This design comes from an exercise in tuning for small area and a short achievable clock period on the open sky130 flow, not from production work.
At most, simulation tests tie the RTL to the original design; equivalence was not proved.
Function not checked in runs 4 and 5: the RTL went through the layout flow alone.
Power figures rest on the tool's default switching activity, not on a simulated workload.

File: design/flow/design.v
`timescale 1ns / 1ps
module Console(
    output [6:0]sseg,
    input [3:0]hex,
	 input n_valid   
    );
    assign sseg = (n_valid) ? 7'b1000000:
						(hex == 4'd0) ? 7'b0111111 :
						(hex == 4'd1) ? 7'b0000110 :
						(hex == 4'd2) ? 7'b1011011 :
						(hex == 4'd3) ? 7'b1001111:
						(hex == 4'd4) ? 7'b1100110 :
						(hex == 4'd5) ? 7'b1101101 :
						(hex == 4'd6) ? 7'b1111101 :
						(hex == 4'd7) ? 7'b0000111 :
						(hex == 4'd8) ? 7'b1111111 :
						(hex == 4'd9) ? 7'b1100111 :
						(hex == 4'd10) ? 7'b1110111 :
						(hex == 4'd11) ? 7'b1111100 :
						(hex == 4'd12) ? 7'b0111001 :
						(hex == 4'd13) ? 7'b1011110 :
						(hex == 4'd14) ? 7'b1111001 :
						7'b1110001 ;
endmodule
module Microprocessor(
    output mem_write,
    output mem_read,
    output reg_write,
    output [1:0]op,
    output [6:0]reg_num,
    output [6:0]pc_high,
    output [6:0]pc_low,
    output [7:0]instruction_address,
    output [6:0]rwd_1,
    output [6:0]rwd_0,
    output [1:0]r_symbol,
    input oscillator,
    input reset,
    input [7:0]instruction
    );
    reg [7:0] pc;
    reg [7:0] r [0:3];
    reg       valid;       
    reg [1:0] opc;         
    reg [1:0] rn;          
    reg [7:0] disp;        
    wire [1:0] op_i = instruction[7:6];
    wire [1:0] sa   = instruction[5:4];
    wire [1:0] sb   = instruction[3:2];
    wire [7:0] ra = r[sa];
    wire [7:0] rb = r[sb];
    wire [9:0] qd [0:3];
    genvar k, n;
    generate
        for (k = 0; k < 4; k = k + 1) begin : rq
            assign qd[k][0] = (r[k][7:2] == 6'd63);
            for (n = 1; n < 10; n = n + 1) begin : d
                assign qd[k][n] = (r[k][7:2] == n - 1);
            end
        end
    endgenerate
    wire [9:0] qs = qd[sa];
    wire [1:0] l  = ra[1:0];
    wire       b0p = (l == 2'd3);
    wire       b2m = (l == 2'd0);
    wire       b3m = ~l[1];
    wire [7:0] rs [0:3];
    generate
        for (n = 0; n < 8; n = n + 1) begin : rsel
            assign rs[0][n] = b0p ? qs[n]   : qs[n+1];
            assign rs[1][n] = qs[n+1];
            assign rs[2][n] = b2m ? qs[n+2] : qs[n+1];
            assign rs[3][n] = b3m ? qs[n+2] : qs[n+1];
        end
    endgenerate
    wire [1:0] bk = l + instruction[1:0];
    wire [3:0] bs = 4'b0001 << bk;
    wire       st = (op_i == 2'b10);
    wire [7:0] bd [0:3];            
    generate
        for (k = 0; k < 4; k = k + 1) begin : bank
            wire [7:0] acc [0:8];
            assign acc[0] = 8'd0;
            for (n = 0; n < 8; n = n + 1) begin : row
                localparam integer A = 4 * n + k;
                reg [7:0] w;
                always @(posedge oscillator or posedge reset)
                    if (reset)
                        w <= (A < 16) ? A : 16 - A;
                    else if (st && bs[k] && rs[k][n])
                        w <= rb;
                assign acc[n+1] = acc[n] | ({8{rs[k][n]}} & w);
            end
            assign bd[k] = acc[8];
        end
    endgenerate
    wire [7:0] rdata = ({8{bs[0]}} & bd[0]) | ({8{bs[1]}} & bd[1]) |
                       ({8{bs[2]}} & bd[2]) | ({8{bs[3]}} & bd[3]);
    wire [7:0] g0 = ra & rb;
    wire [7:0] p0 = ra ^ rb;
    wire [7:0] g1, p1, g2, p2, g3;
    generate
        for (n = 0; n < 8; n = n + 1) begin : pfx
            if (n >= 1) begin : l1
                assign g1[n] = g0[n] | (p0[n] & g0[n-1]);
                assign p1[n] = p0[n] & p0[n-1];
            end else begin : l1z
                assign g1[n] = g0[n];
                assign p1[n] = p0[n];
            end
            if (n >= 2) begin : l2
                assign g2[n] = g1[n] | (p1[n] & g1[n-2]);
                assign p2[n] = p1[n] & p1[n-2];
            end else begin : l2z
                assign g2[n] = g1[n];
                assign p2[n] = p1[n];
            end
            if (n >= 4) begin : l3
                assign g3[n] = g2[n] | (p2[n] & g2[n-4]);
            end else begin : l3z
                assign g3[n] = g2[n];
            end
        end
    endgenerate
    wire [7:0] sum = p0 ^ {g3[6:0], 1'b0};
    wire [7:0] wdata = instruction[6] ? rdata : sum;
    wire [1:0] wsel  = instruction[6] ? sb : instruction[1:0];
    wire       wen   = ~instruction[7];
    wire [7:0] pc_p1 = pc + 8'd1;
    wire [7:0] pc_p2 = {pc[7:1] + 7'd1, pc[0]};
    wire [7:0] pc_m1 = pc - 8'd1;
    reg  [7:0] pc_next;
    always @(*) begin
        if (op_i != 2'b11)
            pc_next = pc_p1;
        else case (instruction[1:0])
            2'b00: pc_next = pc_p1;
            2'b01: pc_next = pc_p2;
            2'b10: pc_next = pc_m1;
            default: pc_next = pc;
        endcase
    end
    always @(posedge oscillator or posedge reset) begin
        if (reset) begin
            pc <= 8'd0;
            r[0] <= 8'd0; r[1] <= 8'd0; r[2] <= 8'd0; r[3] <= 8'd0;
            valid <= 1'b0;
        end else begin
            pc <= pc_next;
            if (wen) r[wsel] <= wdata;
            valid <= wen;
        end
    end
    always @(posedge oscillator) begin
        opc  <= op_i;
        rn   <= wsel;
        disp <= wdata;
    end
    Console c_rwd1(rwd_1,   disp[7:4], ~valid);
    Console c_rwd0(rwd_0,   disp[3:0], ~valid);
    Console c_pch (pc_high, pc[7:4],   1'b0);
    Console c_pcl (pc_low,  pc[3:0],   1'b0);
    Console c_rn  (reg_num, {2'b00, rn}, ~valid);
    assign instruction_address = pc;
    assign op        = opc;
    assign mem_write = (opc == 2'b10);
    assign mem_read  = (opc == 2'b01);
    assign reg_write = ~opc[1];
    assign r_symbol  = 2'b11;
endmodule
File: design/flow/run.sh
#!/bin/bash
# synth_recipe.tcl (not shown) runs the flow's synth.tcl, then flattens the netlist and writes it again
# the make line also repeats each setting of config.mk as NAME=value (left out here)
make -C /OpenROAD-flow-scripts/flow DESIGN_CONFIG=/design/flow/config.mk WORK_HOME=/design/flow/orfs CLKGATE_MAP_FILE= SYNTH_SCRIPT=/design/flow/synth_recipe.tcl finish
File: design/flow/config.mk
export PLATFORM = sky130hd
export DESIGN_NAME = Microprocessor
export DESIGN_NICKNAME = Microprocessor
export VERILOG_FILES = /design/flow/design.v
export SDC_FILE = /design/flow/constraint.sdc
export NUM_CORES = 4
export LEC_CHECK = 0
export ABC_AREA = 1
export CAP_MARGIN = 20
export CORE_MARGIN = 2
export CORE_UTILIZATION = 70
export CTS_CLUSTER_DIAMETER = 70
export CTS_CLUSTER_SIZE = 25
export SETUP_SLACK_MARGIN = 2.5
export SLEW_MARGIN = 20
File: design/flow/constraint.sdc
create_clock -name core_clock -period 6.0 [get_ports {oscillator}]
set_input_delay 1.2000 -clock core_clock [delete_from_list [all_inputs] [get_ports {oscillator}]]
set_output_delay 1.2000 -clock core_clock [all_outputs]
set_load 0.01 [all_outputs]
==> qor.txt, run 1 <==
Antenna violations before repair -> 0
Clock slew at reported path FFs -> 0.09 ns
Worst Tran Pin Value -> 0.869 ns
Slowest-stage cell, CP -> clkdlybuf4s50_1
VDD IR-drop max -> 0.000268 V
RSZ-0062 raised after global routing -> true
# clock sinks -> 309
Clock Path Buffers -> 3
DR pass1 iterations -> 9
WHS Path Cells -> 2
Final hold viol count -> 0
Worst setup SP type -> register
Clock skew -> 0.0243 ns
Antenna Nets Post-Route -> 0
First-pass GRT wire length -> 73800 um
Reg2Reg Depth -> 18
Worst-path cell chain -> inv_4 -> ha_2 -> inv_2 -> nor3_4 -> nor2_1 -> a21oi_1 -> nor3_1 -> nand2_1 -> clkdlybuf4s50_1
Yosys top cell by area -> dfrtp_1
DRC -> 0
Number of global-route vias before repair -> 13900
Area growth, synth to finish -> 14.3%
Critical Path Max Stage Delay -> 0.53 ns
Max-slew violations -> 0
Die area -> 24100 um2
Detailed Route Iter0 Violations -> 1928
WP data required -> 4.80 ns
Chip height -> 155 um
DP Wirelength -> 30700 um
Total CTS buffers -> 18
Final setup fails -> 0
Yosys reg bits -> 309
WL/cell -> 19.4 um
Cell count along the critical path -> 9
CP top delay family -> buffers and inverters
Row count -> 55
EDFF count, synth -> 0
Share of the synthesized area in the top cell type -> 27.0%
Clock latency on the worst-skew pair -> 0.53 ns
Chip width -> 155 um
Via density per instance -> 6.24
Power Total -> 6.95 mW
Synth warn -> 2
Fillers -> 1478
Status -> finished clean
N_diodes -> 0
Sequential fraction of the synthesis area -> 48.9%
Synth Area per Inst -> 7.59 um2
Critical Path AT -> 2.52 ns
WHS -> 0.493 ns
Final min period -> 3.72 ns
Commonest cells after routing, fill and taps aside -> 745 x nand2_1, 314 x o21ai_0, 164 x dfrtp_1, 125 x inv_1, 124 x dfstp_2
Overflow after GRT -> 0
Synth area leaders -> dfrtp_1 27%, dfstp_2 20%, nand2_1 18%
Depth of the CTS H-tree -> 1
Critical Path Fanout Max -> 7
Final #Nets -> 2194
Ys async rst share -> 96.1%
Kind of critical path -> register to output pin
Post-Synthesis Cells -> 2110
Top FF cell, synth -> dfrtp_1
Pwr dens -> 380 nW/um2
Placeable Area -> 22600 um2
Final period utilization -> 62.0%
Distinct cells, synth -> 55
# Max-Cap Violations -> 0
Io pins -> 60
F_max -> 0.269 GHz
Total negative slack -> 0 ns
Routed wire length -> 47900 um
Share of cells above drive strength 1 -> 17.8%
CTS tree -> done
Tightest Hold Check Type -> register to register
Critical Path End Type -> output pin
RePlAce Congestion -> 0.985
CP Buf/Inv Count -> 3
Max transition margin -> 42.1%
Leakage -> 8.27 nW
I/O Buffers -> 57
Tot GR Track Use -> 38.7%
Vias -> 15400
Starting density of the core -> 70.9%
CTS root buf -> clkbuf_16
Largest net degree at the start of global routing -> 163
Cell Area, Synth -> 16000 um2
Commonest non-fill, non-tap cell in the layout -> nand2_1
-- cell families after synthesis --
group | count (synthesis) | synth area share [%]
xor+xnor | 8 | 0.438
simple gates | 1103 | 28.5
flops | 309 | 48.9
fa+ha+maj | 19 | 1.53
compound gates | 440 | 14.9
buf+inv | 230 | 5.79
other cells | 1 | 0.0234
-- final timing paths --
path                                       end  slack, ns                start
setup / recovery                     pc_low[1]       2.28                pc[1]
setup reg to reg                       r[1][7]       3.09              r[3][3]
hold / removal             bank[3].row[1].w[6]       0.49  bank[3].row[1].w[6]
max in group asynchronous  bank[0].row[4].w[4]       4.08                reset
hold reg to reg            bank[3].row[1].w[6]       0.49  bank[3].row[1].w[6]
min in group asynchronous  bank[3].row[0].w[2]       1.23                reset
-- report_power, final --
| group | switching, mW | internal, mW | total [mW] |
|---|---|---|---|
| Sequential | 0.369 | 2.59 | 2.96 |
| Clock | 0.738 | 0.612 | 1.35 |
| Combinational | 1.65 | 0.994 | 2.64 |
| Total | 2.75 | 4.19 | 6.95 |
-- repair_timing --
action	4_1_cts	5_1_grt
endpoints found under the setup margin	309	252
buffers inserted	15	20
resized for setup	105	75
pin swaps	5	8
cloned	2	2
hold buffers	0	0
-- worst min-delay path, cell delays in order (launching register included) --
cell	delay (ns)
dfrtp_1	0.36
nand2_1	0.05
o21ai_0	0.06
-- synthesized netlist by cell type, types with 18 or more instances --
cell and n:
nand4_1 38, clkbuf_1 62, dfstp_2 124, a21oi_1 41
inv_1 140, dfrtp_1 173, o22ai_1 19, ha_1 18
nand2_2 22, nand3_1 104, o21ai_0 326, nand2_1 786
nor2_1 110
-- flip-flops by register name (all words and copies together), names as in the netlist --
| name | count |
|---|---|
| bank.row.w | 256 |
| r | 32 |
| disp | 8 |
| pc | 8 |
| opc | 2 |
| rn | 2 |
| valid | 1 |
-- metrics by stage --
stage | setup WS, ns | instance area, um2 | utilization (%) | std cells
after global placement | 1.06 | 16800 | 74.6 | 2391
final | 2.28 | 18300 | 81.1 | 2461
after detailed placement | 0.989 | 16800 | 74.6 | 2391
after global routing | 2.17 | 18300 | 81.1 | 2461
after CTS | 2.30 | 17900 | 79.2 | 2439
after floorplan | 0.956 | 16100 | - | 2111
-- per-layer routing --
layer  share of wire, %  global-route usage [%]  wire length [um]
met1                 39                    54.3             18600
met2                 45                    60.7             21700
met3                 11                    6.88              5290
met4                4.8                    15.7              2290
met5                  0                       0                 0
-- layout make-up --
cell class / count / area, um2 / area share, %
clock buffer: 24 / 494 / 2.70
sequential: 309 / 7840 / 42.9
multi-input combinational: 1573 / 7750 / 42.3
timing repair buffer: 111 / 1180 / 6.45
tap: 285 / 357 / 1.95
inverter: 152 / 598 / 3.27
clock inverter: 7 / 78.8 / 0.431
==> run 2, diff against run 1 <==
--- a/design/flow/config.mk
+++ b/design/flow/config.mk
@@ -10,6 +10,7 @@
 export CORE_MARGIN = 2
-export CORE_UTILIZATION = 70
+export CORE_UTILIZATION = 55
 export CTS_CLUSTER_DIAMETER = 70
 export CTS_CLUSTER_SIZE = 25
-export SETUP_SLACK_MARGIN = 2.5
+export SETUP_SLACK_MARGIN = 3.5
 export SLEW_MARGIN = 20
+export TNS_END_PERCENT = 0
==> run 2 against run 1 <==
Critical path type unchanged; final area up 2.6%; first-iteration DRC count decreased by 30%; largest power group unchanged; critical endpoint is now pc_low[2]; power is 6.1% higher; largest cell class unchanged; routed wire length down 0.66%; global-route usage is 7.6 points lower; count of clock-buffer cells in the layout rose by 3.
==> qor.txt, run 2 <==
Worst Tran Pin Value -> 0.849 ns
Largest net degree at the start of global routing -> 183
Routed wire length -> 47500 um
Synth area leaders -> dfrtp_1 27%, dfstp_2 20%, nand2_1 18%
Yosys reg bits -> 309
Switching share of power -> 39.2%
Io pins -> 60
Kind of critical path -> register to output pin
Clock latency on the worst-skew pair -> 0.55 ns
Final WS setup -> 2.60 ns
Share of the synthesized area in the top cell type -> 27.0%
EDFF count, synth -> 0
Critical Path End Type -> output pin
Status -> finished clean
Antenna violations before repair -> 0
Design area -> 18800 um2
Max transition margin -> 43.4%
Worst slack at placement -> 0.794 ns
First-pass GRT wire length -> 75600 um
Detailed Route Iter0 Violations -> 1348
Max-slew violations -> 0
DR pass1 iterations -> 6
Tot GR Track Use -> 31.1%
Cell Int Power -> 4.48 mW
Commonest non-fill, non-tap cell in the layout -> nand2_1
Top Registers -> bank.row.w (256), r (32)
Total negative slack -> 0 ns
Critical Path AT -> 2.20 ns
Met1 usage -> 45.0%
N_diodes -> 0
GRT met3 Usage -> 2.37%
Distinct cells, synth -> 55
Part of the power in combinational logic -> 35.1%
Starting density of the core -> 55.8%
VDD IR-drop max -> 0.000257 V
Synth top cells by count -> 786 x nand2_1, 326 x o21ai_0, 173 x dfrtp_1
Clock Path Buffers -> 3
Chip height -> 175 um
Clock skew -> 0.0184 ns
Die area -> 30500 um2
Pwr dens -> 392 nW/um2
Share of cells above drive strength 1 -> 19.7%
Overflow after GRT -> 0
Total CTS buffers -> 24
Number of global-route vias before repair -> 13600
Via density per instance -> 5.68
Seq pwr share -> 39.8%
DP Wirelength -> 31600 um
Final min period -> 3.40 ns
Reg with most FFs -> bank.row.w
Fillers -> 2564
Top FF cell, synth -> dfrtp_1
Clock slew at reported path FFs -> 0.08 ns
RePlAce Congestion -> 0.964
Ys async rst share -> 96.1%
F_max -> 0.294 GHz
Clock power share -> 25.1%
RSZ-0062 raised after global routing -> true
Synth Area per Inst -> 7.59 um2
Leakage -> 8.40 nW
# clock sinks -> 309
Final setup fails -> 0
Post-Synthesis Cells -> 2110
# Max-Cap Violations -> 0
Chip width -> 175 um
WL/cell -> 18.4 um
Critical Path Fanout Max -> 5
Worst setup SP type -> register
Area growth, synth to finish -> 17.3%
Depth of the CTS H-tree -> 1
Power Total -> 7.37 mW
Placed cell areas -> 16900 um2
Busiest grt layer -> met2
Yosys top cell by area -> dfrtp_1
Final #Nets -> 2209
Dpl cells -> 2491
Cell Area, Synth -> 16000 um2
Placeable Area -> 28700 um2
Row count -> 62
Sequential fraction of the synthesis area -> 48.9%
Number of flip-flops under the largest register name -> 256
CTS root buf -> clkbuf_16
Vias -> 14700
Antenna Nets Post-Route -> 0
Most common cell in the netlist -> nand2_1
CTS Hold Bufs -> 0
Net Sw Power -> 2.89 mW
Final period utilization -> 56.7%
Synth warn -> 2
Tightest Hold Check Type -> register to register
WP data required -> 4.80 ns
Final hold viol count -> 0
I/O Buffers -> 57
DRC -> 0
Post-Layout Cell Count -> 2582
GR Util met2 -> 50.3%
Fin util -> 65.4%
Commonest cells after routing, fill and taps aside -> 741 x nand2_1, 310 x o21ai_0, 165 x dfrtp_1, 126 x inv_1, 124 x dfstp_2
WHS -> 0.490 ns
CTS tree -> done
## run 2: cell counts after synthesis
No cell type changed its count.
## run 2: repair_timing
action,in CTS,in global routing
gates cloned,0,0
pin swaps,26,14
hold endpoints to repair,0,0
resized for setup,198,44
setup buffers,38,8
endpoints found under the setup margin,352,351
## run 2: power by group through the flow
stage	registers (mW)	clock network (mW)	logic, mW
CTS	2.93	1.88	2.45
finish	2.94	1.85	2.59
floorplan	2.83	0	1.45
global route	2.98	1.95	2.84
global placement	2.96	0	2.16
detailed placement	2.96	0	2.20
## run 2: worst paths after layout
path / startpoint / slack (ns) / to / cells after the start
setup / recovery: pc[0] / 2.60 / pc_low[2] / 8
hold / removal: bank[0].row[2].w[2] / 0.49 / bank[0].row[2].w[2] / 2
setup reg to reg: r[1][2] / 3.13 / r[2][5] / 18
hold reg to reg: bank[0].row[2].w[2] / 0.49 / bank[0].row[2].w[2] / 2
max in group asynchronous: reset / 3.92 / valid / 4
min in group asynchronous: reset / 1.10 / bank[3].row[0].w[7] / 3
## run 2: logic make-up after synthesis
logic type	share of synthesized area, %
xor gates and xnor gates	0.438
other	0.0234
and+or+nand+nor	28.5
DFF	48.9
adders and majority gates	1.53
buffers and inverters	5.79
AOI/OAI and AO/OA	14.9
## run 2: area by class of cell
type	instances	area (um2)	share of cell area, %
Clock inverter	17	272	1.45
Multi-Input combinational cell	1572	7820	41.6
Tap cell	384	480	2.56
Clock buffer	27	654	3.48
Timing Repair Buffer	121	1120	5.95
Sequential cell	309	7840	41.8
Inverter	152	598	3.18
## run 2: routing by layer
| layer | share of wire, % | wire length [um] |
|---|---|---|
| met3 | 5.7 | 2710 |
| met1 | 45 | 21300 |
| met5 | 0 | 0 |
| met4 | 3.5 | 1680 |
| met2 | 46 | 21900 |
## run 2: worst max-delay path, stage by stage (launching register included)
cell	delay [ns]
dfrtp_2	0.48
inv_4	0.08
ha_4	0.19
buf_6	0.13
o21ai_4	0.16
nand2_2	0.10
o41ai_2	0.29
nand2_1	0.09
buf_2	0.15
==> run 3, diff against run 2 <==
--- a/design/flow/config.mk
+++ b/design/flow/config.mk
@@ -11,6 +11,3 @@
 export CORE_UTILIZATION = 55
-export CTS_CLUSTER_DIAMETER = 70
-export CTS_CLUSTER_SIZE = 25
-export SETUP_SLACK_MARGIN = 3.5
+export SETUP_SLACK_MARGIN = 2.5
 export SLEW_MARGIN = 20
-export TNS_END_PERCENT = 0
==> run 3 against run 2 <==
Die area did not move; highest routed layer unchanged; first-iteration DRC count grew 9.9%; register-to-register slack worse by 0.06 ns; critical path type unchanged; count of clock-buffer cells in the layout grew 25; still clean on timing, DRC and antenna; combinational power is 2% lower.
==> qor.txt, run 3 <==
Status -> finished clean
Compound-Gate Fraction of Synth Area -> 14.9%
CP top delay family -> buffers and inverters
# clock sinks -> 309
Reg with most FFs -> bank.row.w
WL/cell -> 18.5 um
Top FF cell, synth -> dfrtp_1
Share of cells above drive strength 1 -> 19.5%
Vias -> 14800
Synth area leaders -> dfrtp_1 27%, dfstp_2 20%, nand2_1 18%
DRC -> 0
Placeable Area -> 28700 um2
Critical Path Fanout Max -> 5
Tightest Hold Check Type -> register to register
Dpl cells -> 2491
Antenna Nets Post-Route -> 0
DR pass1 iterations -> 6
Sequential fraction of the synthesis area -> 48.9%
Adder-cell share of the synthesized area -> 1.53%
Final hold viol count -> 0
Critical Path Max Stage Delay -> 0.46 ns
Max transition margin -> 28.8%
Pwr dens -> 406 nW/um2
Final WS setup -> 2.49 ns
Synth Area per Inst -> 7.59 um2
Io pins -> 60
Detailed Route Iter0 Violations -> 1481
Clock skew -> 0.0207 ns
Antenna violations before repair -> 0
Leakage -> 8.51 nW
Number of global-route vias before repair -> 13800
Commonest non-fill, non-tap cell in the layout -> nand2_1
Kind of critical path -> register to output pin
WHS -> 0.485 ns
I/O Buffers -> 57
Post-Layout Cell Count -> 2595
Reg2reg end -> r[0][7]
Slowest-stage cell, CP -> dfrtp_2
Chip width -> 175 um
Critical Path AT -> 2.31 ns
EDFF count, synth -> 0
Worst slack at placement -> 1.01 ns
Routed wire length -> 48000 um
Tot GR Track Use -> 31.6%
Via density per instance -> 5.71
Fillers -> 2490
Worst-path cell chain -> buf_4 -> ha_4 -> inv_4 -> nand2_2 -> o21ai_2 -> buf_4 -> nand2_2 -> o41ai_2 -> nand2_1 -> clkbuf_2
Number of flip-flops under the largest register name -> 256
Depth of the CTS H-tree -> 2
Clock slew at reported path FFs -> 0.06 ns
Most common cell in the netlist -> nand2_1
XOR/XNOR share of the synthesized area -> 0.438%
Ys async rst share -> 96.1%
Final period utilization -> 58.5%
Share of the synthesized area in the top cell type -> 27.0%
Commonest cells after routing, fill and taps aside -> 736 x nand2_1, 312 x o21ai_0, 164 x dfrtp_1, 126 x inv_1, 124 x dfstp_2
DP Wirelength -> 31500 um
F_max -> 0.285 GHz
CTS tree -> done
Worst setup SP type -> register
N_diodes -> 0
WHS Endpoint -> bank[2].row[2].w[2]
Clock latency on the worst-skew pair -> 0.52 ns
Post-synthesis mux area share -> 0%
R2R Setup Slk -> 3.07 ns
Clock Path Buffers -> 3
RSZ-0062 raised after global routing -> true
Reg2Reg Depth -> 18
Yosys reg bits -> 309
CTS root buf -> clkbuf_16
Synth warn -> 2
# Max-Cap Violations -> 0
WP data required -> 4.80 ns
Placed cell areas -> 17000 um2
Fin util -> 66.1%
RePlAce Congestion -> 0.939
Synth top cells by count -> 786 x nand2_1, 326 x o21ai_0, 173 x dfrtp_1
VDD IR-drop max -> 0.000317 V
Distinct cells, synth -> 55
First-pass GRT wire length -> 76400 um
Final setup fails -> 0
Overflow after GRT -> 0
Area growth, synth to finish -> 18.6%
Power Total -> 7.70 mW
Row count -> 62
CP Buf/Inv Count -> 4
Worst Tran Pin Value -> 1.07 ns
Final #Nets -> 2214
Cell Area, Synth -> 16000 um2
Die area -> 30500 um2
Total CTS buffers -> 34
Largest family of logic cells by synthesized area -> simple AND/OR/NAND/NOR gates
R2R Path Start -> r[1][2]
Yosys top cell by area -> dfrtp_1
WHS Path Cells -> 2
HP Start -> bank[2].row[2].w[2]
Largest net degree at the start of global routing -> 184
Total negative slack -> 0 ns
Simple-gate share of the synthesized area -> 28.5%
Starting density of the core -> 55.8%
Max-slew violations -> 0
Post-Synthesis Cells -> 2110
Design area -> 19000 um2
Top Registers -> bank.row.w (256), r (32)
Final min period -> 3.51 ns
Critical Path End Type -> output pin
Chip height -> 175 um
run 3: power breakdown:
| part | leakage [nW] | total (mW) | switching [mW] | internal, mW |
|---|---|---|---|---|
| Sequential | 3.68 | 2.96 | 0.366 | 2.59 |
| Combinational | 4.25 | 2.53 | 1.60 | 0.939 |
| Clock | 0.582 | 2.21 | 0.858 | 1.35 |
run 3: worst max-delay path by stage:
stage	from	end	slack, ns	cells after the start
floorplan	reset	bank[0].row[0].w[0]	0.96	1
detailed placement	instruction[5]	r[0][0]	1.01	17
finish	pc[0]	pc_low[2]	2.49	10
CTS	pc[0]	pc_low[6]	2.37	9
global placement	instruction[5]	disp[0]	1.05	15
global route	pc[1]	pc_low[2]	2.42	10
run 3: tightest hold or removal path, cell delays in order (launching register included):
cell and delay, ns:
dfrtp_1 0.34, nand2_1 0.05, o21ai_0 0.06
run 3: cell type report:
type                       instances  area [um2]  area share (%)
multi-input combinational       1575        7810            41.1
timing repair buffer             113        1060            5.60
sequential                       309        7840            41.3
inverter                         152         596            3.14
clock inverter                    10         175           0.923
tap                              384         480            2.53
clock buffer                      52        1020            5.37
run 3: timing repair:
action,4_1_cts,5_1_grt
hold buffers,0,0
setup buffers,22,17
pin swaps,10,18
cloned,2,1
endpoints found under the setup margin,308,290
endpoints found under the hold margin,0,0
gates resized for setup,103,88
run 3: cells by family after synthesis:
kind of cell / Yosys count
adder cells (fa/ha/maj): 19
AND/OR/NAND/NOR: 1103
AO/OA/AOI/OAI: 440
buffers and inverters: 230
XOR/XNOR: 8
other: 1
flip-flops: 309
run 3: per-layer routing:
layer	track usage [%]	routed length, um
met5	0	0
met4	11.3	1810
met3	3.74	3160
met2	49.4	21700
met1	45.8	21400
==> run 4, diff against run 3 <==
--- a/design/flow/design.v
+++ b/design/flow/design.v
@@ -75,4 +75,18 @@
     endgenerate
-    wire [1:0] bk = l + instruction[1:0];
-    wire [3:0] bs = 4'b0001 << bk;
+    wire [3:0] ld [0:3];
+    generate
+        for (k = 0; k < 4; k = k + 1) begin : rl
+            assign ld[k] = 4'b0001 << r[k][1:0];
+        end
+    endgenerate
+    wire [3:0] ls = ld[sa];
+    reg  [3:0] bs;
+    always @(*) begin
+        case (instruction[1:0])
+            2'd0: bs = ls;
+            2'd1: bs = {ls[2:0], ls[3]};
+            2'd2: bs = {ls[1:0], ls[3:2]};
+            default: bs = {ls[0], ls[3:1]};
+        endcase
+    end
     wire       st = (op_i == 2'b10);
--- a/design/flow/config.mk
+++ b/design/flow/config.mk
@@ -11,2 +11,4 @@
 export CORE_UTILIZATION = 55
+export CTS_CLUSTER_DIAMETER = 70
+export CTS_CLUSTER_SIZE = 25
 export SETUP_SLACK_MARGIN = 2.5
==> run 4 against run 3 <==
Die area up 4.7%; power up 6.6%; still clean; critical endpoint is now pc_low[3]; via count up 0.54%; setup slack worse by 0.048 ns.
==> qor.txt, run 4 <==
WP data required -> 4.80 ns
F_max -> 0.281 GHz
Chip height -> 179 um
I/O Buffers -> 57
Routed wire length -> 49900 um
Final period utilization -> 59.3%
Yosys top cell by area -> dfrtp_1
DP Wirelength -> 33700 um
Fin util -> 63.9%
Max transition margin -> 21.0%
WL/cell -> 19.1 um
Via density per instance -> 5.70
Final #Nets -> 2237
Top FF cell, synth -> dfrtp_1
Placeable Area -> 29900 um2
Number of global-route vias before repair -> 14000
Total negative slack -> 0 ns
Final setup fails -> 0
Chip width -> 179 um
Post-Layout Cell Count -> 2614
Synth area leaders -> dfrtp_1 26%, dfstp_2 19%, nand2_1 13%
CTS Hold Bufs -> 0
Worst Tran Pin Value -> 1.18 ns
RePlAce Congestion -> 0.925
Starting density of the core -> 56.2%
Tightest Hold Check Type -> register to register
WHS -> 0.478 ns
Sequential fraction of the synthesis area -> 46.6%
Row count -> 63
Synth warn -> 2
RSZ-0062 raised after global routing -> true
First-pass GRT wire length -> 78000 um
Slowest-stage cell, CP -> dfrtp_2
Total CTS buffers -> 22
Area growth, synth to finish -> 13.8%
Clock skew -> 0.0206 ns
M1 WL -> 22300 um
Critical Path Fanout Max -> 5
Overflow after GRT -> 0
Commonest non-fill, non-tap cell in the layout -> nand2_1
Top Registers -> bank.row.w (256), r (32)
Share of cells above drive strength 1 -> 20.1%
Cell Area, Synth -> 16800 um2
Distinct cells, synth -> 58
Most common cell in the netlist -> nand2_1
Clock latency on the worst-skew pair -> 0.57 ns
Worst setup SP type -> register
Critical path startpoint -> pc[0]
HP Start -> bank[3].row[0].w[1]
CP Buf/Inv Count -> 3
Commonest cells after routing, fill and taps aside -> 577 x nand2_1, 232 x nor2_1, 164 x dfrtp_1, 152 x inv_1, 149 x a21oi_1
Synth Area per Inst -> 7.83 um2
N_diodes -> 0
Tot GR Track Use -> 31.6%
DR pass1 iterations -> 5
Power Total -> 8.21 mW
Depth of the CTS H-tree -> 1
Max layer used -> met4
Number of flip-flops under the largest register name -> 256
Clock Path Buffers -> 3
Antenna violations before repair -> 0
Reg with most FFs -> bank.row.w
Status -> finished clean
Yosys reg bits -> 309
R2R Path Start -> r[1][5]
Max-slew violations -> 0
Dpl cells -> 2528
# clock sinks -> 309
Critical Path End Type -> output pin
Final WS setup -> 2.44 ns
Synth top cells by count -> 598 x nand2_1, 243 x nor2_1, 173 x dfrtp_1
Pwr dens -> 430 nW/um2
Critical Path AT -> 2.36 ns
Kind of critical path -> register to output pin
Share of the synthesized area in the top cell type -> 25.8%
Io pins -> 60
Post-Synthesis Cells -> 2143
Final min period -> 3.56 ns
Leakage -> 8.64 nW
Design area -> 19100 um2
Die area -> 31900 um2
Ys async rst share -> 96.1%
Placed cell areas -> 17500 um2
CTS root buf -> clkbuf_16
CTS tree -> done
Vias -> 14900
Worst-path cell chain -> buf_4 -> ha_4 -> nor2_2 -> a21oi_1 -> nor2_1 -> o22ai_1 -> o21ai_1 -> inv_1 -> o21ai_0 -> nand2_1 -> dlygate4sd2_1
# Max-Cap Violations -> 0
Met2 wire length -> 22800 um
EDFF count, synth -> 0
Metal3 WL -> 3180 um
DRC -> 0
Largest net degree at the start of global routing -> 155
CP top delay family -> buffers and inverters
VDD IR-drop max -> 0.000323 V
Clock slew at reported path FFs -> 0.09 ns
Final hold viol count -> 0
Critical Path Max Stage Delay -> 0.46 ns
Worst slack at placement -> 0.949 ns
Detailed Route Iter0 Violations -> 1200
Antenna Nets Post-Route -> 0
[run 4: path summary, 6_finish.rpt]
path / endpoint / depth (start not counted) / slack [ns]
setup / recovery: pc_low[3] / 11 / 2.44
hold / removal: bank[3].row[0].w[1] / 2 / 0.48
setup reg to reg: r[1][6] / 16 / 3.13
hold reg to reg: bank[3].row[0].w[1] / 2 / 0.48
max in group asynchronous: valid / 3 / 3.99
min in group asynchronous: bank[2].row[3].w[6] / 3 / 1.13
[run 4: report_power, final]
group	internal (mW)	total, mW	leakage, nW	switching, mW
Sequential	2.94	3.44	3.62	0.499
Combinational	1.16	3.14	4.65	1.99
Clock	0.742	1.63	0.370	0.889
Total	4.84	8.21	8.64	3.38
[run 4: per-layer routing]
metal  track usage (%)  vias up
met3              4.05      115
met2              50.5      524
met1              44.5     7133
li1                  -     7132
met5                 0        -
met4              10.8        0
[run 4: repair_timing]
action / 4_1_cts / 5_1_grt
endpoints found under the hold margin: 0 / 0
buffers inserted: 21 / 22
cloned: 2 / 0
gates resized for setup: 96 / 68
setup endpoints to repair: 312 / 305
pin swaps: 5 / 8
[run 4: cell families (layout without fill, tap and decap cells)]
kind of cell    count (synthesis)  after routing  share of synthesized area, %
xor+xnor                        6              6                         0.313
flops                         309            309                          46.6
other cells                     1              2                        0.0223
compound gates                481            481                          17.3
fa+ha+maj                      19             19                          1.46
simple gates                 1053           1055                          26.8
buf+inv                       274            352                          7.47
[run 4: area by class of cell]
type                       count  area, um2
timing repair buffer         118       1140
multi-input combinational   1563       8060
tap                          390        488
clock buffer                  24        558
sequential                   309       7850
fill                        2721      10800
inverter                     194        782
clock inverter                16        214
[run 4: tightest hold or removal path: cells and delay by family (launching register included)]
| kind | cells | cell delay, ns |
|---|---|---|
| and+or+nand+nor | 1 | 0.05 |
| DFF | 1 | 0.38 |
| AOI/OAI and AO/OA | 1 | 0.05 |
==> run 5, diff against run 4 <==
--- a/design/flow/design.v
+++ b/design/flow/design.v
@@ -51,13 +51,10 @@
     wire [7:0] rb = r[sb];
-    wire [9:0] qd [0:3];
+    wire [9:0] qs;
     genvar k, n;
+    assign qs[0] = (ra[7:2] == 6'd63);
     generate
-        for (k = 0; k < 4; k = k + 1) begin : rq
-            assign qd[k][0] = (r[k][7:2] == 6'd63);
-            for (n = 1; n < 10; n = n + 1) begin : d
-                assign qd[k][n] = (r[k][7:2] == n - 1);
-            end
+        for (n = 1; n < 10; n = n + 1) begin : qdec
+            assign qs[n] = (ra[7:2] == n - 1);
         end
     endgenerate
-    wire [9:0] qs = qd[sa];
     wire [1:0] l  = ra[1:0];
@@ -75,18 +72,4 @@
     endgenerate
-    wire [3:0] ld [0:3];
-    generate
-        for (k = 0; k < 4; k = k + 1) begin : rl
-            assign ld[k] = 4'b0001 << r[k][1:0];
-        end
-    endgenerate
-    wire [3:0] ls = ld[sa];
-    reg  [3:0] bs;
-    always @(*) begin
-        case (instruction[1:0])
-            2'd0: bs = ls;
-            2'd1: bs = {ls[2:0], ls[3]};
-            2'd2: bs = {ls[1:0], ls[3:2]};
-            default: bs = {ls[0], ls[3:1]};
-        endcase
-    end
+    wire [1:0] bk = l + instruction[1:0];
+    wire [3:0] bs = 4'b0001 << bk;
     wire       st = (op_i == 2'b10);
==> run 5 against run 4 <==
Setup slack better by 0.041 ns; synthesized area fell by 4.4%; count of clock-buffer cells in the layout up 1; power is 17% lower; sequential share of layout area rose by 1.1 points; via count decreased by 4.3%.
==> qor.txt, run 5 <==
DR pass1 iterations -> 7
Depth of the CTS H-tree -> 1
Final hold viol count -> 0
Fin util -> 64.7%
Detailed Route Iter0 Violations -> 1206
CTS root buf -> clkbuf_16
Total CTS buffers -> 23
Clock latency on the worst-skew pair -> 0.55 ns
I/O Buffers -> 57
Critical Path End Type -> output pin
Ys async rst share -> 96.1%
Die area -> 30600 um2
Leakage -> 8.42 nW
Cell Area, Synth -> 16000 um2
Chip width -> 175 um
RePlAce Congestion -> 0.930
Share of the synthesized area in the top cell type -> 27.0%
Synth warn -> 2
Synth Area per Inst -> 7.69 um2
Number of flip-flops under the largest register name -> 256
Starting density of the core -> 55.9%
Antenna Nets Post-Route -> 0
WP data required -> 4.80 ns
Overflow after GRT -> 0
Post-Synthesis Cells -> 2088
CTS tree -> done
Worst Tran Pin Value -> 0.984 ns
DP Wirelength -> 30300 um
Distinct cells, synth -> 54
Worst setup SP type -> register
Reg2Reg Depth -> 14
Tot GR Track Use -> 30.0%
Via density per instance -> 5.60
RSZ-0062 raised after global routing -> true
Placed cell areas -> 17000 um2
Commonest non-fill, non-tap cell in the layout -> nand2_1
Number of global-route vias before repair -> 13200
Area growth, synth to finish -> 15.7%
Synth top cells by count -> 805 x nand2_1, 297 x o21ai_0, 173 x dfrtp_1
First-pass GRT wire length -> 73200 um
Yosys top cell by area -> dfrtp_1
Total negative slack -> 0 ns
Most common cell in the netlist -> nand2_1
Design area -> 18600 um2
Top Registers -> bank.row.w (256), r (32)
Commonest cells after routing, fill and taps aside -> 768 x nand2_1, 282 x o21ai_0, 165 x dfrtp_1, 124 x dfstp_2, 106 x nand3_1
Final period utilization -> 58.6%
Final min period -> 3.51 ns
Final setup fails -> 0
Placeable Area -> 28700 um2
# clock sinks -> 309
N_diodes -> 0
F_max -> 0.285 GHz
Row count -> 62
Sequential fraction of the synthesis area -> 48.8%
Clock skew -> 0.0267 ns
Status -> finished clean
Antenna violations before repair -> 0
WHS Path Cells -> 2
Fillers -> 2479
Max-slew violations -> 0
Largest net degree at the start of global routing -> 184
Pwr dens -> 368 nW/um2
Routed wire length -> 46200 um
WL/cell -> 18.1 um
Critical Path Fanout Max -> 5
Synth area leaders -> dfrtp_1 27%, dfstp_2 20%, nand2_1 19%
DRC -> 0
Critical Path AT -> 2.31 ns
Max transition margin -> 34.4%
Tightest Hold Check Type -> register to register
VDD IR-drop max -> 0.000275 V
Final #Nets -> 2172
Vias -> 14300
Reg with most FFs -> bank.row.w
Chip height -> 175 um
Top FF cell, synth -> dfrtp_1
Kind of critical path -> register to output pin
Clock Path Buffers -> 3
Clock slew at reported path FFs -> 0.08 ns
Share of cells above drive strength 1 -> 18.8%
# Max-Cap Violations -> 0
Yosys reg bits -> 309
Io pins -> 60
EDFF count, synth -> 0
## run 5: cell types whose count changed in the layout (fill, tap and decap cells not counted), sizes merged, moves of 13 or more
cell / before / now
a21oi: 198 / 33
buf: 63 / 50
inv: 195 / 127
nand2: 627 / 841
nor2: 264 / 108
o21ai: 202 / 328
o22ai: 31 / 13
## run 5: critical path: stages, from the launching register on
cell,delay [ns]
dfrtp_2,0.43
buf_12,0.14
ha_4,0.18
nor2_2,0.11
a21oi_1,0.08
a21oi_1,0.13
o21ai_0,0.09
o21ai_0,0.14
nand2_1,0.08
nand2_1,0.07
nand2_1,0.04
dlygate4sd2_1,0.28
## run 5: layout make-up
type | instances | area (um2) | share of cell area, %
Clock inverter | 17 | 224 | 1.21
Sequential cell | 309 | 7840 | 42.2
Clock buffer | 25 | 593 | 3.19
Multi-Input combinational cell | 1579 | 7870 | 42.4
Inverter | 124 | 482 | 2.59
Tap cell | 384 | 480 | 2.59
Timing Repair Buffer | 108 | 1080 | 5.84
## run 5: repair_timing
action | CTS | global route
gates resized for setup | 105 | 68
endpoints found under the setup margin | 310 | 271
pin swaps | 8 | 9
gates cloned | 1 | 1
hold buffers | 0 | 0
buffers inserted | 18 | 14
## run 5: logic make-up after synthesis
logic type	count (synthesis)	synth area share, %
compound gates	420	14.0
buf+inv	202	5.07
fa+ha+maj	17	1.37
simple gates	1131	30.3
other cells	1	0.0234
xor+xnor	8	0.437
flops	309	48.8
## run 5: worst paths after layout
path                                      from                   to  slack, ns
min                        bank[3].row[7].w[0]  bank[3].row[7].w[0]       0.48
max                                      pc[0]            pc_low[3]       2.49
min reg2reg                bank[3].row[7].w[0]  bank[3].row[7].w[0]       0.48
min in group asynchronous                reset                pc[2]       1.20
max reg2reg                            r[1][0]  bank[2].row[2].w[0]       3.33
max in group asynchronous                reset  bank[2].row[3].w[0]       3.97
## run 5: report_power, final
| part | internal, mW | leakage, nW | switching (mW) |
|---|---|---|---|
| logic | 0.848 | 4.31 | 1.43 |
| registers | 2.56 | 3.71 | 0.306 |
| clock network | 0.879 | 0.397 | 0.824 |
## run 5: layer usage
layer,vias to the layer above,part of all wire [%],global-route usage [%]
li1,6955,-,-
met1,6782,46,44.4
met2,456,45,47.4
met3,77,6.2,3.72
met4,0,2.2,6.98
met5,-,0,0
## run 5: through the flow
stage	hold slack, ns	power [mW]	std cells	setup slack (ns)
CTS	0.477	6.75	2531	2.50
detailed placement	0.464	4.92	2470	1.08
global route	0.504	7.21	2546	2.40
finish	0.476	6.84	2546	2.49
floorplan	0.449	4.17	2089	0.956
global placement	0.463	4.87	2470	1.18
==> run 6, diff against run 5 <==
--- a/design/flow/design.v
+++ b/design/flow/design.v
@@ -46,2 +46,3 @@
     reg [7:0] disp;        
+    reg [6:0] pch_q, pcl_q;  
     wire [1:0] op_i = instruction[7:6];
@@ -51,10 +52,13 @@
     wire [7:0] rb = r[sb];
-    wire [9:0] qs;
+    wire [9:0] qd [0:3];
     genvar k, n;
-    assign qs[0] = (ra[7:2] == 6'd63);
     generate
-        for (n = 1; n < 10; n = n + 1) begin : qdec
-            assign qs[n] = (ra[7:2] == n - 1);
+        for (k = 0; k < 4; k = k + 1) begin : rq
+            assign qd[k][0] = (r[k][7:2] == 6'd63);
+            for (n = 1; n < 10; n = n + 1) begin : d
+                assign qd[k][n] = (r[k][7:2] == n - 1);
+            end
         end
     endgenerate
+    wire [9:0] qs = qd[sa];
     wire [1:0] l  = ra[1:0];
@@ -139,2 +143,5 @@
     end
+    wire [6:0] pch_d, pcl_d;
+    Console c_pch (pch_d, pc_next[7:4], 1'b0);
+    Console c_pcl (pcl_d, pc_next[3:0], 1'b0);
     always @(posedge oscillator or posedge reset) begin
@@ -144,4 +151,6 @@
             valid <= 1'b0;
+            pch_q <= 7'h3F; pcl_q <= 7'h3F;    
         end else begin
             pc <= pc_next;
+            pch_q <= pch_d; pcl_q <= pcl_d;
             if (wen) r[wsel] <= wdata;
@@ -157,5 +166,5 @@
     Console c_rwd0(rwd_0,   disp[3:0], ~valid);
-    Console c_pch (pc_high, pc[7:4],   1'b0);
-    Console c_pcl (pc_low,  pc[3:0],   1'b0);
     Console c_rn  (reg_num, {2'b00, rn}, ~valid);
+    assign pc_high   = pch_q;
+    assign pc_low    = pcl_q;
     assign instruction_address = pc;
--- a/design/flow/config.mk
+++ b/design/flow/config.mk
@@ -13,3 +13,5 @@
 export CTS_CLUSTER_SIZE = 25
-export SETUP_SLACK_MARGIN = 2.5
+export PLACE_DENSITY = 0.75
+export SETUP_SLACK_MARGIN = 3.0
 export SLEW_MARGIN = 20
+export TNS_END_PERCENT = 0
==> run 6 against run 5 <==
Synthesized area rose by 3.2%; power rose by 5.5%; utilization shrank 1.0 points; count of clock-buffer cells in the layout grew 2; clock power is essentially flat; routed wire length is 0.68% lower; setup slack improved by 0.21 ns; sequential share of layout area grew 1.3 points; critical endpoint is now r[0][1].
==> qor.txt, run 6 <==
Max-slew violations -> 0
Commonest cells after routing, fill and taps aside -> 790 x nand2_1, 174 x dfrtp_1, 170 x o21ai_0, 136 x dfstp_2, 125 x o21ai_1
Seq pwr share -> 43.2%
HP Start -> bank[3].row[1].w[2]
Post-Synthesis Cells -> 2130
Max transition margin -> 36.1%
Antenna violations before repair -> 0
Distinct cells, synth -> 49
Critical Path Max Stage Delay -> 0.30 ns
Yosys top cell by area -> dfrtp_1
Tot GR Track Use -> 29.4%
Most common cell in the netlist -> nand2_1
Chip height -> 178 um
CTS root buf -> clkbuf_16
Final period utilization -> 55.0%
Chip width -> 178 um
Commonest non-fill, non-tap cell in the layout -> nand2_1
N_diodes -> 0
Fillers -> 2507
Die area -> 31500 um2
Part of the power in combinational logic -> 33.5%
Io pins -> 60
Clock skew -> 0.0305 ns
F_max -> 0.303 GHz
Worst-path cell chain -> buf_6 -> inv_4 -> nand2_4 -> or2_2 -> nand2_4 -> inv_2 -> ha_1 -> xor2_1 -> or2_4 -> nand2_8 -> inv_2 -> nor2_1 -> buf_4 -> o21ai_1 -> nand2_1 -> inv_2 -> nand2_1 -> nand3_1 -> nand2_1
CTS Hold Bufs -> 0
WHS Endpoint -> bank[3].row[1].w[2]
Final min period -> 3.30 ns
Register area -> 8220 um2
Area growth, synth to finish -> 14.0%
CP top delay family -> simple AND/OR/NAND/NOR gates
Total CTS buffers -> 22
WL/cell -> 17.8 um
Synth top cells by count -> 830 x nand2_1, 176 x o21ai_0, 175 x dfrtp_1
R2R Path Start -> r[0][0]
Reg with most FFs -> bank.row.w
DR pass1 iterations -> 8
DP Wirelength -> 30400 um
Final hold viol count -> 0
Post-Layout Cell Count -> 2574
Slowest-stage cell, CP -> or2_2
Clock slew at reported path FFs -> 0.09 ns
First-pass GRT wire length -> 73900 um
Synth Area per Inst -> 7.78 um2
Leakage -> 8.57 nW
WHS Path Cells -> 2
# Max-Cap Violations -> 0
Vias -> 14700
Final setup fails -> 0
Reg2Reg Depth -> 16
Placeable Area -> 29600 um2
CTS tree -> done
Detailed Route Iter0 Violations -> 1659
Critical Path AT -> 3.73 ns
Ys async rst share -> 96.3%
Row count -> 63
Pwr dens -> 382 nW/um2
Kind of critical path -> input pin to register
Clock Path Buffers -> 3
Worst setup SP type -> input pin
Routed wire length -> 45800 um
Starting density of the core -> 55.9%
Share of the synthesized area in the top cell type -> 26.4%
Critical Path Fanout Max -> 15
Final #Nets -> 2192
RePlAce Congestion -> 0.940
Dpl cells -> 2511
DRC -> 0
Net Sw Power -> 2.80 mW
Clock power share -> 23.3%
Total negative slack -> 0 ns
Number of flip-flops under the largest register name -> 256
Status -> finished clean
Cell Area, Synth -> 16600 um2
Critical Path End Type -> register
Yosys reg bits -> 323
Clock latency on the worst-skew pair -> 0.55 ns
Worst Tran Pin Value -> 0.959 ns
I/O Buffers -> 57
RSZ-0062 raised after global routing -> true
Reg2reg end -> r[0][1]
Sequential fraction of the synthesis area -> 49.5%
Largest net degree at the start of global routing -> 169
Switching share of power -> 38.7%
VDD IR-drop max -> 0.000325 V
Top FF cell, synth -> dfrtp_1
Top Registers -> bank.row.w (256), r (32)
Via density per instance -> 5.70
Antenna Nets Post-Route -> 0
Synth area leaders -> dfrtp_1 26%, dfstp_2 22%, nand2_1 19%
EDFF count, synth -> 0
Cell Int Power -> 4.42 mW
Tightest Hold Check Type -> register to register
CP Buf/Inv Count -> 6
Depth of the CTS H-tree -> 1
Overflow after GRT -> 0
Synth warn -> 2
Number of global-route vias before repair -> 13800
WP data required -> 6.43 ns
Cell count along the critical path -> 19
# clock sinks -> 323
Multi-input gate area -> 7830 um2
Share of cells above drive strength 1 -> 18.7%
R2R Setup Slk -> 3.22 ns
run 6: cell count changes after synthesis, moves of 13 or more:
cell / change
inv_1: +20
nand2_1: +25
nand2_2: -15
nand2_4: +13
nor2_1: +29
o21ai_0: -121
o21ai_1: +94
o21ai_2: +20
run 6: tightest hold or removal path: cells and delay by family, from the launching register on:
family          cells  cell delay [ns]
compound gates      1             0.05
flops               1             0.38
simple gates        1             0.05
run 6: kinds of logic (layout without fill, tap and decap cells):
group                      after synthesis  count (layout)  share of synthesized area, %
AOI/OAI and AO/OA                      407             407                          13.6
buffers and inverters                  221             273                          5.98
other                                    1               2                        0.0226
DFF                                    323             323                          49.5
adders and majority gates               13              13                          1.03
xor gates and xnor gates                14              14                         0.740
and+or+nand+nor                       1151            1152                          29.2
run 6: repair_timing:
action,in CTS,in global routing
setup buffers,16,6
cloned,2,0
setup endpoints to repair,332,332
pin swaps,13,11
resized for setup,135,43
run 6: worst max-delay path by stage:
stage	start	to	slack, ns
finish	instruction[5]	r[0][1]	2.70
CTS	instruction[4]	r[0][1]	2.77
floorplan	reset	bank[0].row[0].w[0]	0.77
global route	instruction[5]	r[1][1]	2.60
global placement	instruction[2]	r[2][6]	1.10
detailed placement	instruction[2]	r[2][6]	1.05
run 6: routing by layer:
| layer | vias to the layer above | global-route usage (%) | wire (um) |
|---|---|---|---|
| met2 | 505 | 46.7 | 21200 |
| met4 | 0 | 8.33 | 1350 |
| li1 | 6998 | - | - |
| met1 | 7074 | 42.8 | 20300 |
| met5 | - | 0 | 0 |
| met3 | 93 | 3.30 | 3050 |
run 6: metrics by stage:
stage          util, %  power (mW)  hold slack [ns]  worst slack [ns]  cell area, um2
2_1_floorplan        -        4.52            0.449             0.770           16600
5_1_grt           63.7        7.66            0.490              2.60           18900
6_report          63.7        7.22            0.478              2.70           18900
4_1_cts           63.0        7.14            0.479              2.77           18700
3_5_place_dp      58.7        5.34            0.464              1.05           17400
3_3_place_gp      58.7        5.26            0.461              1.10           17400
run 6: area by class of cell:
class / count / share of cell area (%)
inverters: 138 / 2.93
flip-flops and latches: 323 / 43.5
clock buffers: 27 / 3.18
multi-input cells: 1588 / 41.5
repair buffers: 96 / 5.22
clock inverters: 12 / 1.07
well taps: 390 / 2.58
run 6: power by group through the flow:
stage	clock (mW)	combinational (mW)	sequential (mW)
floorplan	0	1.50	3.02
global placement	0	2.14	3.12
detailed placement	0	2.21	3.13
CTS	1.70	2.33	3.10
global route	1.79	2.70	3.17
finish	1.68	2.42	3.12
==> run 7, diff against run 6 <==
--- a/design/flow/config.mk
+++ b/design/flow/config.mk
@@ -8,3 +8,3 @@
 export ABC_AREA = 1
-export CAP_MARGIN = 20
+export CAP_MARGIN = 10
 export CORE_MARGIN = 2
@@ -13,5 +13,4 @@
 export CTS_CLUSTER_SIZE = 25
-export PLACE_DENSITY = 0.75
 export SETUP_SLACK_MARGIN = 3.0
-export SLEW_MARGIN = 20
+export SLEW_MARGIN = 10
 export TNS_END_PERCENT = 0
==> run 7 against run 6 <==
Synthesized area unchanged; critical endpoint is now rwd_1[6]; highest routed layer unchanged; final area up 1.0%; critical path type is now register to output pin; power grew 2.2%; die area did not move.
==> qor.txt, run 7 <==
Status -> finished clean
Io pins -> 60
RePlAce Congestion -> 0.937
Final period utilization -> 54.2%
Vias -> 14500
Final #Nets -> 2199
Clock Path Buffers -> 3
Sequential fraction of the synthesis area -> 49.5%
I/O Buffers -> 57
Seq pwr share -> 42.2%
Clock slew at reported path FFs -> 0.09 ns
Simple-gate share of the synthesized area -> 29.2%
Post-synthesis mux area share -> 0%
Reg with most FFs -> bank.row.w
Part of the power in combinational logic -> 33.5%
Depth of the CTS H-tree -> 1
Top FF cell, synth -> dfrtp_1
XOR/XNOR share of the synthesized area -> 0.740%
WHS Path Cells -> 2
Clock latency on the worst-skew pair -> 0.57 ns
Reg2reg end -> pch_q[6]
Commonest cells after routing, fill and taps aside -> 789 x nand2_1, 174 x dfrtp_1, 170 x o21ai_0, 136 x dfstp_2, 125 x o21ai_1
Largest net degree at the start of global routing -> 134
Share of the synthesized area in the top cell type -> 26.4%
Starting density of the core -> 55.9%
F_max -> 0.307 GHz
Compound-Gate Fraction of Synth Area -> 13.6%
CTS Hold Bufs -> 0
Area growth, synth to finish -> 15.2%
CTS root buf -> clkbuf_16
Row count -> 63
N_diodes -> 0
Reg2Reg Depth -> 15
Chip width -> 178 um
Max transition margin -> 35.8%
Worst setup SP type -> register
# clock sinks -> 323
Critical Path AT -> 2.05 ns
Critical Path End Type -> output pin
Critical Path Fanout Max -> 8
Total negative slack -> 0 ns
DR pass1 iterations -> 5
WHS Endpoint -> bank[2].row[5].w[5]
R2R Path Start -> pc[2]
Die area -> 31500 um2
Switching share of power -> 39.4%
Final min period -> 3.25 ns
RSZ-0062 raised after global routing -> true
HP Start -> bank[2].row[5].w[5]
Number of global-route vias before repair -> 13300
Via density per instance -> 5.60
Clock skew -> 0.0326 ns
EDFF count, synth -> 0
Synth warn -> 2
Most common cell in the netlist -> nand2_1
Dpl cells -> 2513
Yosys top cell by area -> dfrtp_1
Pwr dens -> 387 nW/um2
Distinct cells, synth -> 49
Share of cells above drive strength 1 -> 19.5%
Leakage -> 8.69 nW
R2R Setup Slk -> 3.17 ns
DRC -> 0
Largest family of logic cells by synthesized area -> simple AND/OR/NAND/NOR gates
Total CTS buffers -> 24
VDD IR-drop max -> 0.000308 V
Tot GR Track Use -> 30.4%
Antenna Nets Post-Route -> 0
WL/cell -> 18.4 um
Fin util -> 64.3%
Antenna violations before repair -> 0
Max-slew violations -> 0
Overflow after GRT -> 0
Chip height -> 178 um
Net Sw Power -> 2.91 mW
Cell Int Power -> 4.47 mW
Placeable Area -> 29600 um2
Kind of critical path -> register to output pin
Adder-cell share of the synthesized area -> 1.03%
Clock power share -> 24.4%
Final hold viol count -> 0
Commonest non-fill, non-tap cell in the layout -> nand2_1
Cell Area, Synth -> 16600 um2
WP data required -> 4.80 ns
Synth top cells by count -> 830 x nand2_1, 176 x o21ai_0, 175 x dfrtp_1
Tightest Hold Check Type -> register to register
Post-Layout Cell Count -> 2584
CTS tree -> done
Ys async rst share -> 96.3%
Top Registers -> bank.row.w (256), r (32)
Worst Tran Pin Value -> 0.963 ns
Final setup fails -> 0
Routed wire length -> 47600 um
Synth area leaders -> dfrtp_1 26%, dfstp_2 22%, nand2_1 19%
Number of flip-flops under the largest register name -> 256
Post-Synthesis Cells -> 2130
Detailed Route Iter0 Violations -> 1419
First-pass GRT wire length -> 74800 um
WHS -> 0.475 ns
Yosys reg bits -> 323
# Max-Cap Violations -> 0
Synth Area per Inst -> 7.78 um2
DP Wirelength -> 31400 um
[run 7: cell counts after synthesis]
Identical to the previous run, type by type.
[run 7: kinds of logic (layout without fill, tap and decap cells)]
logic type / after synthesis / in the layout
simple gates: 1151 / 1153
compound gates: 407 / 407
flops: 323 / 323
buf+inv: 221 / 282
xor+xnor: 14 / 14
fa+ha+maj: 13 / 13
other cells: 1 / 2
[run 7: layout make-up]
type                    count  area [um2]
inverters                 138         552
flip-flops and latches    323        8220
well taps                 390         488
clock inverters            19         278
clock buffers              25         604
fillers                  2616       10600
multi-input cells        1589        7920
repair buffers            100        1000
[run 7: power by group through the flow]
stage               logic, mW  registers (mW)  clock network, mW
finish                   2.47            3.11               1.80
global route             2.73            3.17               1.92
CTS                      2.38            3.10               1.83
detailed placement       2.25            3.12                  0
global placement         2.20            3.12                  0
floorplan                1.50            3.02                  0
[run 7: through the flow]
step                      power, mW  area [um2]  worst slack (ns)
after floorplan                4.52       16600             0.770
after global placement         5.32       17400              1.08
after detailed placement       5.37       17400              1.06
after CTS                      7.30       18700              2.74
after global routing           7.82       19100              2.64
final                          7.38       19100              2.75
[run 7: repair_timing]
action | CTS | global route
pin swaps | 9 | 28
endpoints found under the hold margin | 0 | 0
buffers inserted | 14 | 9
gates resized for setup | 128 | 79
gates cloned | 3 | 1
endpoints found under the setup margin | 331 | 333
[run 7: routing by layer]
layer  wire length (um)  part of all wire, %  track usage [%]
met2              21900                   46             47.3
met4               1160                  2.4             7.68
met1              21400                   45             44.9
met3               3220                  6.8             4.28
met5                  0                    0                0
[run 7: worst max path at each step]
| stage | from | to | slack [ns] | cells past startpoint |
|---|---|---|---|---|
| floorplan | reset | bank[0].row[0].w[0] | 0.77 | 1 |
| global placement | instruction[2] | r[2][7] | 1.08 | 21 |
| detailed placement | instruction[2] | r[2][7] | 1.06 | 21 |
| CTS | instruction[5] | r[2][7] | 2.74 | 18 |
| global route | instruction[3] | r[2][6] | 2.64 | 18 |
| finish | disp[4] | rwd_1[6] | 2.75 | 5 |
[run 7: worst max-delay path, stage by stage (launching register included)]
cell and delay (ns):
dfxtp_4 0.40, inv_1 0.11, o21ai_0 0.21, a211oi_1 0.07, o21ai_0 0.16, clkdlybuf4s50_1 0.56
==> run 8, diff against run 7 <==
--- a/design/flow/config.mk
+++ b/design/flow/config.mk
@@ -8,5 +8,5 @@
 export ABC_AREA = 1
-export CAP_MARGIN = 10
+export CAP_MARGIN = 20
 export CORE_MARGIN = 2
-export CORE_UTILIZATION = 55
+export CORE_UTILIZATION = 62
 export CTS_CLUSTER_DIAMETER = 70
@@ -14,3 +14,3 @@
 export SETUP_SLACK_MARGIN = 3.0
-export SLEW_MARGIN = 10
+export SLEW_MARGIN = 20
 export TNS_END_PERCENT = 0
==> run 8 against run 7 <==
Non-clock buffer count up 6; worst hold slack improved by 0.0023 ns; sequential power about the same; power down 2.7%; critical path type is now input pin to register; largest power group unchanged; via count grew 2.7%; still clean on timing, DRC and antenna; die area decreased by 11%; global-route usage increased by 2.4 points; first-iteration DRC count grew 19%; largest cell class unchanged.
==> qor.txt, run 8 <==
Leakage -> 8.61 nW
Max transition margin -> 28.4%
Fillers -> 2044
Synth area leaders -> dfrtp_1 26%, dfstp_2 22%, nand2_1 19%
Max-slew violations -> 0
DP Wirelength -> 30600 um
VDD IR-drop max -> 0.000333 V
Share of the synthesized area in the top cell type -> 26.4%
Final #Nets -> 2203
First-pass GRT wire length -> 73600 um
Overflow after GRT -> 0
Top Registers -> bank.row.w (256), r (32)
WL/cell -> 18.4 um
EDFF count, synth -> 0
Synth warn -> 2
Antenna violations before repair -> 0
DRC -> 0
Die area -> 28000 um2
Vias -> 14900
Yosys reg bits -> 323
# Max-Cap Violations -> 0
RePlAce Congestion -> 0.934
Antenna Nets Post-Route -> 0
Largest net degree at the start of global routing -> 141
Clock slew at reported path FFs -> 0.09 ns
Area growth, synth to finish -> 14.5%
Cell Int Power -> 4.36 mW
Starting density of the core -> 63.4%
Number of global-route vias before repair -> 13700
DR pass1 iterations -> 17
Tot GR Track Use -> 32.8%
Part of the power in combinational logic -> 35.1%
Synth Area per Inst -> 7.78 um2
Critical Path End Type -> register
Via density per instance -> 5.88
Depth of the CTS H-tree -> 1
Design area -> 19000 um2
Final setup fails -> 0
Worst setup SP type -> input pin
Placed cell areas -> 17300 um2
Synth top cells by count -> 830 x nand2_1, 176 x o21ai_0, 175 x dfrtp_1
Io pins -> 60
Routed wire length -> 46600 um
Seq pwr share -> 43.4%
CTS Hold Bufs -> 0
Commonest non-fill, non-tap cell in the layout -> nand2_1
Post-Layout Cell Count -> 2530
Detailed Route Iter0 Violations -> 1694
Reg with most FFs -> bank.row.w
# clock sinks -> 323
Yosys top cell by area -> dfrtp_1
Number of flip-flops under the largest register name -> 256
Sequential fraction of the synthesis area -> 49.5%
Critical Path Fanout Max -> 15
Tightest Hold Check Type -> register to register
Commonest cells after routing, fill and taps aside -> 785 x nand2_1, 174 x dfrtp_1, 166 x o21ai_0, 136 x dfstp_2, 127 x o21ai_1
Status -> finished clean
Final min period -> 3.29 ns
Fin util -> 72.5%
Total CTS buffers -> 21
Switching share of power -> 39.2%
Ys async rst share -> 96.3%
Final period utilization -> 54.9%
Chip height -> 167 um
Dpl cells -> 2456
Post-Synthesis Cells -> 2130
Critical Path AT -> 3.76 ns
Clock power share -> 21.5%
RSZ-0062 raised after global routing -> true
Cell Area, Synth -> 16600 um2
Distinct cells, synth -> 49
Total negative slack -> 0 ns
Pwr dens -> 379 nW/um2
Row count -> 59
Placeable Area -> 26100 um2
Clock latency on the worst-skew pair -> 0.55 ns
F_max -> 0.304 GHz
Share of cells above drive strength 1 -> 19.8%
Chip width -> 167 um
Most common cell in the netlist -> nand2_1
CTS tree -> done
Worst Tran Pin Value -> 1.07 ns
WP data required -> 6.46 ns
Net Sw Power -> 2.82 mW
Clock skew -> 0.0251 ns
CTS root buf -> clkbuf_16
N_diodes -> 0
Final hold viol count -> 0
I/O Buffers -> 57
Kind of critical path -> input pin to register
Top FF cell, synth -> dfrtp_1
Clock Path Buffers -> 3
[run 8: kinds of logic (layout without fill, tap and decap cells)]
kind of cell	Yosys count	after routing	synth area share [%]
AND/OR/NAND/NOR	1151	1153	29.2
AO/OA/AOI/OAI	407	407	13.6
flip-flops	323	323	49.5
buffers and inverters	221	283	5.98
XOR/XNOR	14	14	0.740
adder cells (fa/ha/maj)	13	13	1.03
other	1	2	0.0226
[run 8: repair_timing]
item                       in CTS  in global routing
gates resized for setup       153                 62
buffers inserted               17                 14
cloned                          3                  2
setup endpoints to repair     331                331
pin swaps                      23                 28
[run 8: cell type report]
type / count / area [um2] / share of cell area, %
timing repair inverter: 1 / 7.51 / 0.0396
timing repair buffer: 106 / 1110 / 5.85
clock buffer: 26 / 544 / 2.87
multi-input combinational: 1589 / 7950 / 41.9
sequential: 323 / 8210 / 43.3
inverter: 138 / 557 / 2.94
tap: 335 / 419 / 2.21
clock inverter: 12 / 161 / 0.851
[run 8: power groups by stage]
stage | Sequential [mW] | Combinational [mW] | Clock, mW
after floorplan | 3.02 | 1.50 | 0
after CTS | 3.10 | 2.36 | 1.57
after global routing | 3.17 | 2.77 | 1.63
after global placement | 3.12 | 2.15 | 0
final | 3.11 | 2.52 | 1.54
after detailed placement | 3.12 | 2.21 | 0
[run 8: path summary, 6_finish.rpt]
check	start	endpoint	slack, ns	cells past startpoint
min reg2reg	bank[3].row[1].w[1]	bank[3].row[1].w[1]	0.48	2
min in group asynchronous	reset	bank[0].row[2].w[5]	1.17	3
max in group asynchronous	reset	bank[3].row[4].w[1]	3.62	4
max reg2reg	r[1][2]	r[3][7]	3.10	18
min	bank[3].row[1].w[1]	bank[3].row[1].w[1]	0.48	2
max	instruction[5]	r[3][1]	2.71	19
[run 8: per-stage QoR]
stage / hold slack [ns] / setup slack (ns) / power, mW
floorplan: 0.449 / 0.770 / 4.52
global placement: 0.461 / 1.01 / 5.27
detailed placement: 0.466 / 0.983 / 5.33
CTS: 0.478 / 2.78 / 7.03
global route: 0.492 / 2.63 / 7.57
finish: 0.478 / 2.71 / 7.18
[run 8: worst max-delay path: stages]
cell and delay, ns:
buf_4 0.18, inv_6 0.10, nand2_4 0.08, or2_2 0.31, nand2_4 0.10, inv_2 0.06, ha_2 0.19, xor2_2 0.16
or2_4 0.27, nand2_8 0.11, inv_4 0.08, nor2_4 0.26, buf_4 0.17, o21ai_2 0.06, nand2_1 0.11, inv_2 0.05
nand2_2 0.09, nand3_1 0.08, nand2_1 0.09
[run 8: routing by layer]
layer	GRT usage, %	vias up	share of wire [%]
met1	48.3	7109	43
met4	10.3	0	3.4
met5	0	-	0
met3	4.92	106	8.1
met2	50.6	623	45
li1	-	7027	-

## what the ideal ports hide
How much do the figures lean on ideal ports? The routed layouts below were timed once more, with nothing changed but the port constraints.
Step 1 sets driving cells, clkbuf_16 on the clock port and buf_2 on the other inputs (assumed; they add their load-dependent delay and slew).
Step 2 times the ports against the registers' clock, not the clock port: input delays grow and output delays shrink by t, the midpoint of the rising clock arrivals with the driver on.
Three values: no drivers, after step 1, after step 2; two values: the first two.
| run | t, ns | slack for setup (ns) | clock arrival spread, ns | cell pins on the clock port's net |
|---|---|---|---|---|
| run 1 | 0.567 | 2.279 / 2.227 / 2.017 | 0.025 / 0.025 | 1 |
| run 2 | 0.599 | 2.601 / 2.547 / 2.084 | 0.019 / 0.019 | 1 |
| run 3 | 0.568 | 2.493 / 2.438 / 2.092 | 0.020 / 0.021 | 1 |
| run 4 | 0.611 | 2.444 / 2.388 / 2.012 | 0.026 / 0.025 | 1 |
| run 5 | 0.587 | 2.485 / 2.432 / 2.033 | 0.026 / 0.027 | 1 |
| run 6 | 0.587 | 2.698 / 2.695 / 2.128 | 0.032 / 0.033 | 1 |
| run 7 | 0.601 | 2.748 / 2.699 / 2.211 | 0.033 / 0.033 | 1 |
| run 8 | 0.583 | 2.707 / 2.703 / 2.151 | 0.025 / 0.025 | 1 |
After both steps every run listed still meets setup and hold. The setup slack of run 6, which loses most, moves by -0.003 ns with the drivers and by -0.570 ns with both steps.
